This design comes from an exercise in tuning for small area, a short achievable clock period and few clock cycles on the open sky130 flow, not from production work. RTL that was checked went through simulation tests only; none was proved equivalent to the original.

Design JAM, start of the top module:
module JAM (
    input CLK,
    input RST,
    output [2:0] W,
    output [2:0] J,
    input [6:0] Cost,
    output [3:0] MatchCount,
    output [9:0] MinCost,
    output Valid
);
For scale: ~2300 cells after synthesis, ~390 flip-flops, roughly 30 I/O pins, about 24000 um^2 of cells after synthesis.
clock: 4.5 ns
lec_check: 0
cap_margin: 20
core_margin: 2
core_utilization: 40
place_density: 0.6
slew_margin: 20
run.sh (not shown) runs the stock make flow with config.mk's settings and CLKGATE_MAP_FILE= SYNTH_SCRIPT=/design/flow/synth_recipe.tcl, a recipe that flattens the netlist after the stock synthesis.
The starting point finished but failed the layout checks on negative setup slack.
Rerun with:
--- a/flow/design.v
+++ b/flow/design.v
@@ -3,25 +3,23 @@
     input RST,
     output [2:0] W,
     output [2:0] J,
     input [6:0] Cost,
     output [3:0] MatchCount,
     output [9:0] MinCost,
     output Valid
 );
-    localparam [2:0] P1 = 3'd0, P2 = 3'd1, GAP = 3'd2, GAP2 = 3'd5, GAP3 = 3'd6, DFS = 3'd3, DONE = 3'd4;
+    localparam [2:0] P1 = 3'd0, P2 = 3'd1, GAP = 3'd2, GAP2 = 3'd5, DFS = 3'd3, DONE = 3'd4;
     reg [2:0]  ph;
     reg [5:0]  t;           
     reg [5:0]  tq;          
     reg        qp;          
     reg        qv;          
-    reg [6:0]  Creg;        
-    reg        pendq;       
-    reg        pend;        
+    reg [6:0]  Creg;
     reg [6:0]  u [0:7];
     reg [6:0]  v [0:7];
     reg [7:0]  tb;          
     reg [63:0] tm;          
     reg [9:0]  lb0;         
     reg [9:0]  lb [1:6];    
     reg [10:0] S;           
     reg [6:0]  U;           
@@ -60,23 +58,24 @@
         end
     endfunction
     wire       indfs = (ph == DFS);
     wire [2:0] k = hi;
     wire [2:0] j = lo;
     wire [2:0] kp1 = k + 3'd1;
     wire [2:0] qhi = tq[5:3];
     wire [2:0] qlo = tq[2:0];
-    wire [6:0] udn = u[indfs ? kp1 : lo];            
+    wire [6:0] udn = u[indfs ? kp1 : qlo];           
+    wire [6:0] red = Creg - udn;
     wire       qfirst = (qlo == 3'd0);
     wire       qlast  = (qlo == 3'd7);
     wire [6:0] umin = (qfirst || Creg < U) ? Creg : U;
-    wire       vlt = qfirst || Creg < V;
-    wire       veq = !qfirst && Creg == V;
-    wire [6:0] vmin = vlt ? Creg : V;
+    wire       vlt = qfirst || red < V;
+    wire       veq = !qfirst && red == V;
+    wire [6:0] vmin = vlt ? red : V;
     wire [7:0] qbit = 8'd1 << qlo;
     wire [7:0] tbn = vlt ? qbit : veq ? (tb | qbit) : tb;
     wire       leaf = (k == 3'd7);
     wire [7:0] jbit = 8'd1 << j;
     wire [7:0] above = 8'hfe << j;
     wire [7:0] Tk  = tm[{k, 3'd0} +: 8];
     wire [7:0] Tk1 = tm[{kp1, 3'd0} +: 8];
     wire [10:0] room = S + {4'd0, U} + {4'd0, V};
@@ -132,54 +131,53 @@
                     t <= t + 6'd1;
                     if (t == 6'd63) ph <= P2;
                 end
                 P2: begin
                     t <= t + 6'd1;
                     if (t == 6'd63) ph <= GAP;
                 end
                 GAP: ph <= GAP2;
-                GAP2: ph <= GAP3;
-                GAP3: begin
+                GAP2: begin
                     ph <= DFS;
                     t <= {3'd0, fj};
                 end
                 DFS: begin
                     if (upd || better) ;
                     else if (desc) t <= {kp1, dn_j};
                     else if (st_v) t <= {k, st_j};
                     else if (!popok) ph <= DONE;
                     else t <= {pl, pj};
                 end
                 default: ;
             endcase
         end
     end
     always @(posedge CLK) begin
-        Creg <= (ph == P2) ? Cost - udn : Cost;
+        Creg <= Cost;
         tq <= t;
         qp <= (ph != P1);
-        pend <= qv && qlast;
-        pendq <= qp;
-        if (pend) lb0 <= lb0 + {3'd0, pendq ? V : U};
         if (qv && !qp) begin
             U <= umin;
-            if (qlast) u[qhi] <= umin;
-            if (tq == 6'd0) lb0 <= 10'd0;
+            if (qlast) begin
+                u[qhi] <= umin;
+                lb0 <= ((qhi == 3'd0) ? 10'd0 : lb0) + {3'd0, umin};
+            end
         end
         if (qv && qp) begin
             V <= vmin;
             tb <= tbn;
             if (qlast) begin
                 v[qhi] <= vmin;
+                lb0 <= lb0 + {3'd0, vmin};
                 for (i = 0; i < 8; i = i + 1) tm[8*i + qhi] <= tbn[i];
             end
         end
         case (ph)
-            GAP3: begin
+            GAP2: begin
                 best <= 10'h3ff;
                 S <= {1'b0, ~lb0};
                 U <= u[0];
                 V <= vstay;
                 cnt <= 4'd0;
                 used <= 8'd0;
                 jv <= 1'b1;
                 upd <= 1'b0;
Result: The new run completed, yet does not pass: negative setup slack. Wire length grows by roughly a tenth. Synthesized cell count goes up slightly. First-iteration DRC count shrinks by a few percent. Critical path depth came out higher by 6. Sequential share of layout area drops by 2.6 points. Area after synthesis rises slightly. Hold slack gets better by 0.16 ns. Non-clock buffer count goes up by 178. Clock-buffer cell count falls by 7.
Testbench counts after the change, summed over its fixed seeds: cycles 14,703.
The RTL of the first run of this note was laid out without a check of its function.

* * *

Setup of job 4045:
JAM, a different RTL version from the one above (not shown whole).
Size: roughly 3200 cells after synthesis, ~410 flip-flops, roughly 30 I/O pins, ~31000 µm² of cells after synthesis.
clock: 4.5 ns
lec_check: 0
cap_margin: 20
core_margin: 2
core_utilization: 40
place_density: 0.6
slew_margin: 20
What the final checks of job 4045 revealed, after a flow that finished every stage, was a layout that fails on setup timing.
### job 4045 -> job 5779
-- flow/design.v --
<<< job 4045, line 9
    output Valid
);
    localparam [3:0] P1 = 4'd0, CH = 4'd5, P2 = 4'd1, GAP = 4'd2, GAP3 = 4'd6, DFS = 4'd3, FIN = 4'd7, FIN2 = 4'd8, DONE = 4'd4;
    reg [3:0]  ph;
    reg [5:0]  t;           
    reg        qp;          
    reg [5:0]  tq;          
    reg        qv;          
    reg [6:0]  Creg;        
>>> job 5779, line 9
    output Valid
);
    localparam [3:0] P1 = 4'd0, P2 = 4'd1, GAP = 4'd2, GAP3 = 4'd6, DFS = 4'd3, FIN = 4'd7, FIN2 = 4'd8, DONE = 4'd4;
    reg [3:0]  ph;
    reg [5:0]  t;           
    reg        qp;          
    reg        qv;          
    reg [6:0]  Creg;        
<<< job 4045, line 83
    wire [2:0] j = lo;
    wire [2:0] kp1 = k + 3'd1;
    wire [7:0] tb = Trow;                            
    wire [2:0] qhi = tq[5:3];
>>> job 5779, line 82
    wire [2:0] j = lo;
    wire [2:0] kp1 = k + 3'd1;
    wire [5:0] tq = t - 6'd1;                        
    wire [7:0] tb = Trow;                            
    wire [2:0] qhi = tq[5:3];
<<< job 4045, line 93
    wire [6:0] vmin = vlt ? Creg : V;
    wire [7:0] qbit = 8'd1 << qlo;
    wire [9:0] lb0s = lb0 + {3'd0, pend ? V : 7'd0};    
    reg  [7:0] color;
    integer g;
    always @(*) begin
        color = (ph == CH) ? tbn : tm[63:56];
        for (g = 0; g < 7; g = g + 1) color = color | tm[8*g +: 8];
    end
    wire [7:0] need = ~color;
    wire [7:0] needn = need & (8'hfe << hi);        
    wire [7:0] tbn = vlt ? qbit : veq ? (tb | qbit) : tb;
    wire       leaf = (k == 3'd7);
>>> job 5779, line 93
    wire [6:0] vmin = vlt ? Creg : V;
    wire [7:0] qbit = 8'd1 << qlo;
    wire [9:0] lb0s = lb0 + {3'd0, V};               
    wire [7:0] tbn = vlt ? qbit : veq ? (tb | qbit) : tb;
    wire       leaf = (k == 3'd7);
<<< job 4045, line 136
    wire [2:0] dn_j = lowest(dn_m);
    wire       bulk = (k == 3'd3) && eq;
    function two;           
        input [7:0] m;
        begin
            two = (m[0] & (|m[7:1])) | (m[1] & (|m[7:2])) | (m[2] & (|m[7:3])) |
                  (m[3] & (|m[7:4])) | (m[4] & (|m[7:5])) | (m[5] & (|m[7:6])) |
                  (m[6] & m[7]);
        end
    endfunction
    reg  [7:0] drow, dcol, colany;
    integer e;
    always @(*) begin
        colany = 8'd0;
>>> job 5779, line 128
    wire [2:0] dn_j = lowest(dn_m);
    wire       bulk = (k == 3'd3) && eq;
    reg  [7:0] drow, dcol, colany;
    reg  [3:0] ndr, ndc;
    integer e, f;
    always @(*) begin
        colany = 8'd0;
<<< job 4045, line 153
        end
        dcol = ~used & ~colany;
    end
    wire       sz0 = (S == 11'd0);
    wire       sz1 = (S == 11'd1);
    wire       dead = (sz0 && (drow != 8'd0 || dcol != 8'd0)) || (sz1 && (two(drow) || two(dcol)));
    wire       desc = jv && !dead && !leaf && le && !(eq && (!d0v || k == 3'd3));
    wire       better = jv && !dead && leaf && le && !eq;
>>> job 5779, line 138
        end
        dcol = ~used & ~colany;
        ndr = 4'd0;
        ndc = 4'd0;
        for (f = 0; f < 8; f = f + 1) begin
            ndr = ndr + {3'd0, drow[f]};
            ndc = ndc + {3'd0, dcol[f]};
        end
    end
    wire [3:0] dfc = (ndr > ndc) ? ndr : ndc;
    wire       dead = (S[10:4] == 7'd0) && (S[3:0] < dfc);
    wire       desc = jv && !dead && !leaf && le && !(eq && (!d0v || k == 3'd3));
    wire       better = jv && !dead && leaf && le && !eq;
<<< job 4045, line 215
                P1: begin
                    t <= t + 6'd1;
                    if (t == 6'd63) ph <= CH;
                end
                CH: begin
                    if (need != 8'd0) begin
                        ph <= P2;
                        t <= {lowest(need), 3'd0};
                    end else ph <= GAP3;
                end
                P2: begin
                    if (lo != 3'd7) t <= t + 6'd1;
                    else if (needn != 8'd0) t <= {lowest(needn), 3'd0};
                    else ph <= GAP;
                end
                GAP: ph <= GAP3;
>>> job 5779, line 205
                P1: begin
                    t <= t + 6'd1;
                    if (t == 6'd63) ph <= P2;
                end
                P2: begin
                    t <= t + 6'd1;
                    if (t == 6'd63) ph <= GAP;
                end
                GAP: ph <= GAP3;
<<< job 4045, line 249
        Creg <= (ph == P2) ? Cost - udn : Cost;
        qp <= (ph != P1);
        tq <= t;
        pend <= qv && qlast;
        if (pend) lb0 <= lb0s;
        if (qv) begin
            V <= vmin;
            Trow <= tbn;
            if (!qp) begin
                if (qhi == 3'd0) v[qlo] <= 7'd0;
                if (qlast) begin
                    u[qhi] <= vmin;
                    tm[8*qhi +: 8] <= tbn;
                end
                if (tq == 6'd0) lb0 <= 10'd0;
            end else begin
                if (qlast) begin
                    v[qhi] <= vmin;
>>> job 5779, line 232
        Creg <= (ph == P2) ? Cost - udn : Cost;
        qp <= (ph != P1);
        pend <= qv && qlast;
        if (pend) lb0 <= lb0s;
        if (qv) begin
            V <= vmin;
            if (!qp) begin
                if (qlast) u[qhi] <= vmin;
                if (tq == 6'd0) lb0 <= 10'd0;
            end else begin
                Trow <= tbn;
                if (qlast) begin
                    v[qhi] <= vmin;
==> comparison <==
Job 5779 had finished all stages when the layout checks came back failing, citing setup timing.
Job 5779 against job 4045; number of cell rows is down by a few percent.
Higher clock period minus final worst setup slack goes to job 5779 over job 4045.
[job 5779] initial antenna violation count fell 2 relative to job 4045
On job 5779: count of inserted tapcells is 80 lower than what job 4045 gave.
Required time of the worst setup path ended up 80 ps higher on job 5779 than on job 4045.
met5 as the uppermost layer routed was reported by job 4045, and met4 by job 5779.
Looking only at wire length of the first global-routing pass, and setting everything else aside, the higher value of job 4045 and job 5779 goes to job 4045.
Function was not checked in any run of this note: the RTL went through the layout flow alone.

==> port drivers added, routing unchanged <==
Ports are ideal in the flow. The routed layouts listed here were re-timed in OpenROAD. Step 1, drivers: a clkbuf_16 drives CLK and a buf_2 each remaining input, both assumed. Step 2 times the ports against the registers' clock, not the clock port: input delays grow and output delays shrink by t, the midpoint of the rising clock arrivals with the driver on. a / b / c = ideal / step 1 / step 2; a / b = the first two.
run | t, ns | setup slack, ns | hold slack, ns | worst register clock-pin slew, ns | pins driven straight from the clock port
the first run of note 1 | 0.642 | -0.031 / -0.031 / -0.031 | 0.405 / 0.405 / 0.405 | 0.06 / 0.06 | 1
the second run of note 1 | 0.637 | -1.195 / -1.195 / -1.195 | 0.562 / 0.562 / 0.562 | 0.07 / 0.07 | 1
job 4045 | 0.689 | -2.398 / -2.398 / -2.398 | 0.524 / 0.524 / 0.524 | 0.07 / 0.07 | 1
job 5779 | 0.661 | -2.540 / -2.540 / -2.540 | 0.532 / 0.532 / 0.532 | 0.07 / 0.07 | 1
